What follows belongs to an exercise in optimizing a design on an open flow for small area, a short achievable clock period and few clock cycles per item; a production flow would make more cautious choices. RTL that was checked went through simulation tests only; none was proved equivalent to the original. Power is estimated from default activity; no workload was simulated.

sierra:
Design SME, start of the top module:
module SME ( clk, reset, chardata, isstring, ispattern, valid, match, match_index);
Size in the first run: about 320 flip-flops, roughly 19 I/O pins, roughly 0.015 mm² of cells after synthesis.
Settings: LEC_CHECK=0, CAP_MARGIN=20, CORE_MARGIN=2, CORE_UTILIZATION=40, CTS_CLUSTER_DIAMETER=120, CTS_CLUSTER_SIZE=24, SLEW_MARGIN=20, TNS_END_PERCENT=5; clock period 8.0 ns.
standard.sh (not shown) runs the stock make flow with config.mk's settings and CLKGATE_MAP_FILE= SYNTH_SCRIPT=/design/flow/synth_recipe.tcl, a recipe that flattens the netlist after the stock synthesis.
==> flow/flow/run.sh <==
#!/bin/bash
set -euo pipefail
bash standard.sh SETUP_SLACK_MARGIN=5.5 finish > make_finish.log 2>&1
sierra completed; timing, DRC and antenna clean
Testbench counts of sierra, summed over its fixed seeds: cycles 114,566, items 8,000.
Input changes introduced in garnet (baseline for comparison: sierra):
- setting SETUP_SLACK_MARGIN to 5 for the first time
==> flow/run.sh (new file) <==
#!/bin/bash
# synth_recipe.tcl (not shown) runs the flow's synth.tcl, then flattens the netlist and writes it again
# the make line also repeats each setting of config.mk as NAME=value (left out here)
make -C /OpenROAD-flow-scripts/flow DESIGN_CONFIG=/design/flow/config.mk WORK_HOME=/design/flow/orfs CLKGATE_MAP_FILE= SYNTH_SCRIPT=/design/flow/synth_recipe.tcl finish
removed: flow/flow/run.sh
removed: flow/standard.sh
[summary]
- garnet: full flow OK, the timing, DRC and antenna checks passed
- Side by side, final critical path time including I/O delays and setup turned out higher in garnet than in sierra.
- garnet vs sierra, post-layout instance count excluding filler cells went down by 8.
- Combinational power (higher): sierra
- Sort garnet and sierra by maximum frequency asc -> top: garnet
- garnet — routed wire length about 1.9% lower, sierra as reference
- When garnet is set beside sierra, its layout net count turns out to be about 0.7% smaller.
- Taking sierra as the reference point, the part of the cycle the worst path needs of garnet rises by 1.5 points.
- Compared with sierra, in garnet tightest hold margin ~0 delta; number of global-route vias before repair -about 0.9%.
- Changes observed in garnet relative to sierra: cell depth of the worst setup path fell 10, total power decreased 0.018 mW.
diff inputs: garnet => delta
- removing SETUP_SLACK_MARGIN (formerly 5)
- changing TNS_END_PERCENT from 5 to 0
==> flow/flow/run.sh (new file) <==
#!/bin/bash
set -euo pipefail
bash standard.sh SETUP_SLACK_MARGIN=5.7 finish > make_finish.log 2>&1
==> flow/standard.sh (new file) <==
#!/bin/bash
# synth_recipe.tcl (not shown) runs the flow's synth.tcl, then flattens the netlist and writes it again
# the make line also repeats each setting of config.mk as NAME=value (left out here)
make -C /OpenROAD-flow-scripts/flow DESIGN_CONFIG=/design/flow/config.mk WORK_HOME=/design/flow/orfs CLKGATE_MAP_FILE= SYNTH_SCRIPT=/design/flow/synth_recipe.tcl "${@:-finish}"
removed: flow/run.sh
--- outcome ---
- Compare garnet and delta | iteration count of the initial detailed-routing pass lower: delta
- Compared with garnet, delta supports a higher clock frequency.
- delta vs garnet: register-to-register slack up in delta
- Between garnet and delta, the largest incremental delay on the critical path is lower for delta.
- For utilization after layout, garnet and delta come out practically identical.
- Of garnet and delta, the higher part of the total power dissipated in combinational logic belongs to garnet.
- In delta the switching part of the total turned out 0.32 points higher than in garnet.
Setup changes, delta to maple
- changing TNS_END_PERCENT from 0 to 5
==> flow/flow/run.sh <==
#!/bin/bash
set -euo pipefail
bash standard.sh SETUP_SLACK_MARGIN=5.8 finish > make_finish.log 2>&1
Results
Met1 wire length: maple < delta
Relative to delta, critical path data required time increased by 1870 ps in maple.
Comparing maple against delta, there is no change at all in number of combinational gates with multiple inputs.
Changes in yarrow relative to maple:
- swapping 40 for 50 in CORE_UTILIZATION
==> flow/flow/run.sh <==
#!/bin/bash
set -euo pipefail
bash standard.sh SETUP_SLACK_MARGIN=5.7 finish > make_finish.log 2>&1
Findings:
Going from maple to yarrow, number of placement rows dropped 10%; final critical delay including setup and external delays climbed 140 ps. Re relative contribution of combinational cells to total power: yarrow is 0.4 points up on maple. Number of clock sinks came out exactly the same in maple and yarrow. Relative to maple, the via count of the first global-routing pass of yarrow is lower by 221. Side by side, worst hold slack across all endpoints turned out higher in yarrow than in maple.
Relative to yarrow, the following input files were edited for harbor:
- CORE_UTILIZATION changed from 50 to 40
==> flow/flow/run.sh <==
#!/bin/bash
set -euo pipefail
bash standard.sh SETUP_SLACK_MARGIN=5.7 \
  "CTS_ARGS=-sink_clustering_enable -repair_clock_nets -sink_clustering_size 24 -sink_clustering_max_diameter 120 -sink_clustering_levels 1" \
  finish > make_finish.log 2>&1
### Flow results
- Where post-DP HPWL is concerned, yarrow is better than harbor.
- When harbor is set beside yarrow, its total routing usage reported by global routing turns out to be 4.2 points smaller.
- yarrow -> harbor: via count increased slightly

SME, a different RTL version from the one above (not shown whole).
export LEC_CHECK = 0
export CAP_MARGIN = 20
export CORE_MARGIN = 2
export CORE_UTILIZATION = 40
export CTS_CLUSTER_DIAMETER = 120
export CTS_CLUSTER_SIZE = 24
export SETUP_SLACK_MARGIN = 5
export SLEW_MARGIN = 20
create_clock -name core_clock -period 8.0 [get_ports {clk}]
run.sh (not shown) runs the stock make flow with config.mk's settings and CLKGATE_MAP_FILE= SYNTH_SCRIPT=/design/flow/synth_recipe.tcl, a recipe that flattens the netlist after the stock synthesis.
Stock flow here: none of the scripts above is used.
Next try:
==> flow/flow/run.sh (new file) <==
#!/bin/bash
set -euo pipefail
bash standard.sh SETUP_SLACK_MARGIN=5.4 finish > make_finish.log 2>&1
==> flow/standard.sh (new file) <==
#!/bin/bash
# synth_recipe.tcl (not shown) runs the flow's synth.tcl, then flattens the netlist and writes it again
# the make line also repeats each setting of config.mk as NAME=value (left out here)
make -C /OpenROAD-flow-scripts/flow DESIGN_CONFIG=/design/flow/config.mk WORK_HOME=/design/flow/orfs CLKGATE_MAP_FILE= SYNTH_SCRIPT=/design/flow/synth_recipe.tcl "${@:-finish}"
--- a/flow/config.mk
+++ b/flow/config.mk
@@ -12,3 +12,2 @@
 export CTS_CLUSTER_SIZE = 24
-export SETUP_SLACK_MARGIN = 5
 export SLEW_MARGIN = 20
removed: flow/run.sh
Outcome: The new run completed without violations; flip-flop and latch count stays the same; design area grows by 2.8%; maximum frequency shrinks by 2.7%; setup slack got worse by 0.081 ns; total power goes up by 3.0%; wire length went up by 3.4%; first-iteration DRC count shrinks by 10%; via count grows by 2.4%.
No run of this note included a check of the RTL's function; only the layout flow was run.

port drivers added, routing unchanged:
How much do the figures lean on ideal ports? The routed layouts below were timed once more, with nothing changed but the port constraints. Step 1 assumes that a clkbuf_16 drives the clock port and a buf_2 every other input. Step 2 moves the port delays by t, midway between the first and last clock arrival at a register: inputs arrive t later, outputs are due t later. That takes back most of the time a late clock gives input paths. Three values: ideal ports, drivers, drivers and shift; two values: the first two.
run	shift t [ns]	setup slack, ns	worst setup path after step 2
sierra	0.573	5.133 / 5.133 / 4.890	input to register
garnet	0.568	5.010 / 4.959 / 4.890	input to register
delta	0.567	5.198 / 5.145 / 4.971	input to register
maple	0.564	5.258 / 5.225 / 4.958	input to register
yarrow	0.557	5.118 / 5.118 / 4.901	input to register
harbor	0.561	5.251 / 5.251 / 4.958	input to register
the first run of note 2	0.555	5.053 / 5.053 / 4.665	input to register
the second run of note 2	0.565	4.972 / 4.972 / 4.926	input to register
After both steps setup and hold are still met in every run listed. The setup slack of the first run of note 2, which loses most, moves by 0.000 ns with the drivers and by -0.388 ns with both steps.
